Source: an optimization exercise on an open RTL-to-GDS flow (aim: small area, a short achievable clock period and few clock cycles per item). Production flows keep margins and buffers that such runs may drop.
RTL that was checked went through simulation tests only; none was proved equivalent to the original.

== v1 ==
==> flow/design.v <==
`timescale 1ns/1ps
module average #(
    parameter int NOF_BITS = 32
) (
    input  logic                clk,
    input  logic                rst_n,
    input  logic                start,
    input  logic                data_first,
    input  logic                data_last,
    input  logic [NOF_BITS-1:0] data_in,
    output logic [NOF_BITS:0]   data_out,
    output logic                busy,
    output logic                TO,
    output logic                done
);
    localparam int W = NOF_BITS;
    localparam int TIMEOUT_LIMIT = 10;
    logic       acc;       
    logic       v;         
    logic       div;       
    logic [4:0] cnt;       
    logic [W:0]   x;       
    logic [W-1:0] b;       
    logic [W-1:0] y;       
    wire waiting  = busy & ~acc & ~v & ~div;
    wire take     = acc | (waiting & data_first);
    wire to_now   = waiting & ~data_first & (cnt == 5'(TIMEOUT_LIMIT - 1));
    wire fin      = v & ~acc;                  
    wire sum_on   = v & acc;                   
    wire div_last = div & (&cnt);
    wire       x_small = ~|x[W:3];
    wire       n_ge64  = ~&b[W-1:6];
    wire [5:0] n6      = ~b[5:0];
    wire       skip4   = div & x_small & ~&cnt[4:2]
                       & (n_ge64 | ({x[2:0], y[W-1:W-3]} < n6));
    wire       skip2   = div & x_small & ~&cnt[4:1] & ~skip4
                       & (n_ge64 | ({2'b0, x[2:0], y[W-1]} < n6));
    wire       skip    = skip4 | skip2;
    wire [W+1:0] sum = {1'b0, x} + {1'b0, div, b} + (W+2)'(div);
    wire         ge  = sum[W+1];               
    always_ff @(posedge clk) begin
        if (skip4)
            x <= {{(W-6){1'b0}}, x[2:0], y[W-1:W-4]};
        else if (skip2)
            x <= {{(W-4){1'b0}}, x[2:0], y[W-1:W-2]};
        else if (div)
            x <= {ge ? sum[W-1:0] : x[W-1:0], y[W-1]};
        else if (fin)
            x <= {{(W-1){1'b0}}, sum[W:W-1]};
        else if (sum_on)
            x <= sum[W:0];
        else
            x <= '0;
        if (skip4)
            y <= {y[W-5:0], 4'b0};
        else if (skip2)
            y <= {y[W-3:0], 2'b0};
        else if (div)
            y <= {y[W-2:0], ge};
        else if (fin)
            y <= {sum[W-2:0], 1'b0};
        else
            y <= acc ? y + 1'b1 : W'(1);
        if (fin)
            b <= ~y;
        else if (!div)
            b <= data_in;
    end
    always_ff @(posedge clk or negedge rst_n) begin
        if (!rst_n) begin
            busy     <= 1'b0;
            acc      <= 1'b0;
            v        <= 1'b0;
            div      <= 1'b0;
            cnt      <= '0;
            TO       <= 1'b0;
            done     <= 1'b0;
            data_out <= '0;
        end else begin
            TO   <= to_now;
            done <= div_last;
            v    <= take;
            if (!busy) begin
                busy <= start;
                cnt  <= '0;
            end else begin
                if (to_now | div_last) busy <= 1'b0;
                cnt <= fin ? '0 : cnt + (skip4 ? 5'd4 : skip2 ? 5'd2 : 5'd1);
                if (take) acc <= ~data_last;
                div <= fin | (div & ~div_last);
            end
            if (div_last) data_out <= {1'b0, y[W-2:0], ge};
        end
    end
endmodule
clock: 6.0 ns
lec_check: 0
cap_margin: 20
core_margin: 2
core_utilization: 40
cts_buf_list: sky130_fd_sc_hd__clkbuf_8
setup_slack_margin: 3.0
slew_margin: 20
standard.sh (not shown) runs the stock make flow with config.mk's settings and CLKGATE_MAP_FILE= SYNTH_SCRIPT=/design/flow/synth_recipe.tcl, a recipe that flattens the netlist after the stock synthesis.
==> flow/flow/run.sh <==
#!/bin/bash
# The standard layout, except that the port buffers are the smallest
# plain buffer (buf_1) rather than the delay buffer buffer_ports picks by
# default; the resizer still upsizes any of them that timing needs.
set -euo pipefail
export BUFFER_PORTS_ARGS="-buffer_cell sky130_fd_sc_hd__buf_1"
bash standard.sh > standard_flow.log 2>&1
Inputs modified between v1 and v25:
--- a/flow/design.v
+++ b/flow/design.v
@@ -26,37 +26,26 @@
     wire take     = acc | (waiting & data_first);
     wire to_now   = waiting & ~data_first & (cnt == 5'(TIMEOUT_LIMIT - 1));
     wire fin      = v & ~acc;                  
     wire sum_on   = v & acc;                   
     wire div_last = div & (&cnt);
-    wire       x_small = ~|x[W:3];
-    wire       n_ge64  = ~&b[W-1:6];
-    wire [5:0] n6      = ~b[5:0];
-    wire       skip4   = div & x_small & ~&cnt[4:2]
-                       & (n_ge64 | ({x[2:0], y[W-1:W-3]} < n6));
-    wire       skip2   = div & x_small & ~&cnt[4:1] & ~skip4
-                       & (n_ge64 | ({2'b0, x[2:0], y[W-1]} < n6));
-    wire       skip    = skip4 | skip2;
+    wire skip     = div & ~|x & ~|y[W-1:W-3] & ~&cnt[4:2];
     wire [W+1:0] sum = {1'b0, x} + {1'b0, div, b} + (W+2)'(div);
     wire         ge  = sum[W+1];               
     always_ff @(posedge clk) begin
-        if (skip4)
-            x <= {{(W-6){1'b0}}, x[2:0], y[W-1:W-4]};
-        else if (skip2)
-            x <= {{(W-4){1'b0}}, x[2:0], y[W-1:W-2]};
+        if (skip)
+            x <= {{W{1'b0}}, y[W-4]};
         else if (div)
             x <= {ge ? sum[W-1:0] : x[W-1:0], y[W-1]};
         else if (fin)
             x <= {{(W-1){1'b0}}, sum[W:W-1]};
         else if (sum_on)
             x <= sum[W:0];
         else
             x <= '0;
-        if (skip4)
+        if (skip)
             y <= {y[W-5:0], 4'b0};
-        else if (skip2)
-            y <= {y[W-3:0], 2'b0};
         else if (div)
             y <= {y[W-2:0], ge};
         else if (fin)
             y <= {sum[W-2:0], 1'b0};
         else
@@ -83,11 +72,11 @@
             if (!busy) begin
                 busy <= start;
                 cnt  <= '0;
             end else begin
                 if (to_now | div_last) busy <= 1'b0;
-                cnt <= fin ? '0 : cnt + (skip4 ? 5'd4 : skip2 ? 5'd2 : 5'd1);
+                cnt <= fin ? '0 : cnt + (skip ? 5'd4 : 5'd1);
                 if (take) acc <= ~data_last;
                 div <= fin | (div & ~div_last);
             end
             if (div_last) data_out <= {1'b0, y[W-2:0], ge};
         end
Notes after the runs:
Taking v1 as the reference, in v25 final design instance area without fill decreased 0.0014 sq mm, met2 routed wirelength decreased 14%, worst setup slack increased 0.13 ns. v25 has sequential share of layout area above what v1 had. On share of the cycle needed by the critical path after routing, the lower figure sits with v25, not v1.
Testbench counts of v25, summed over its fixed seeds: cycles 72,898, items 1,600.
For v1, only the layout was checked, not whether the RTL still works.

## re-timing with driven ports
How much do the figures lean on ideal ports? The routed layouts below were timed once more, with nothing changed but the port constraints.
Step 1, drivers: a clkbuf_16 drives clk and a buf_2 each remaining input, both assumed.
Step 2 times the ports against the registers' clock, not the clock port: input delays grow and output delays shrink by t, the midpoint of the rising clock arrivals with the driver on.
a / b / c = ideal / step 1 / step 2; a / b = the first two.
run	shift t [ns]	slack for setup (ns)	worst setup path at the end	clock arrival spread, ns
v1	0.502	2.958 / 2.958 / 2.958	register to register	0.023 / 0.023
v25	0.498	3.090 / 3.090 / 3.090	register to register	0.009 / 0.009
After both steps every run listed still meets setup and hold.
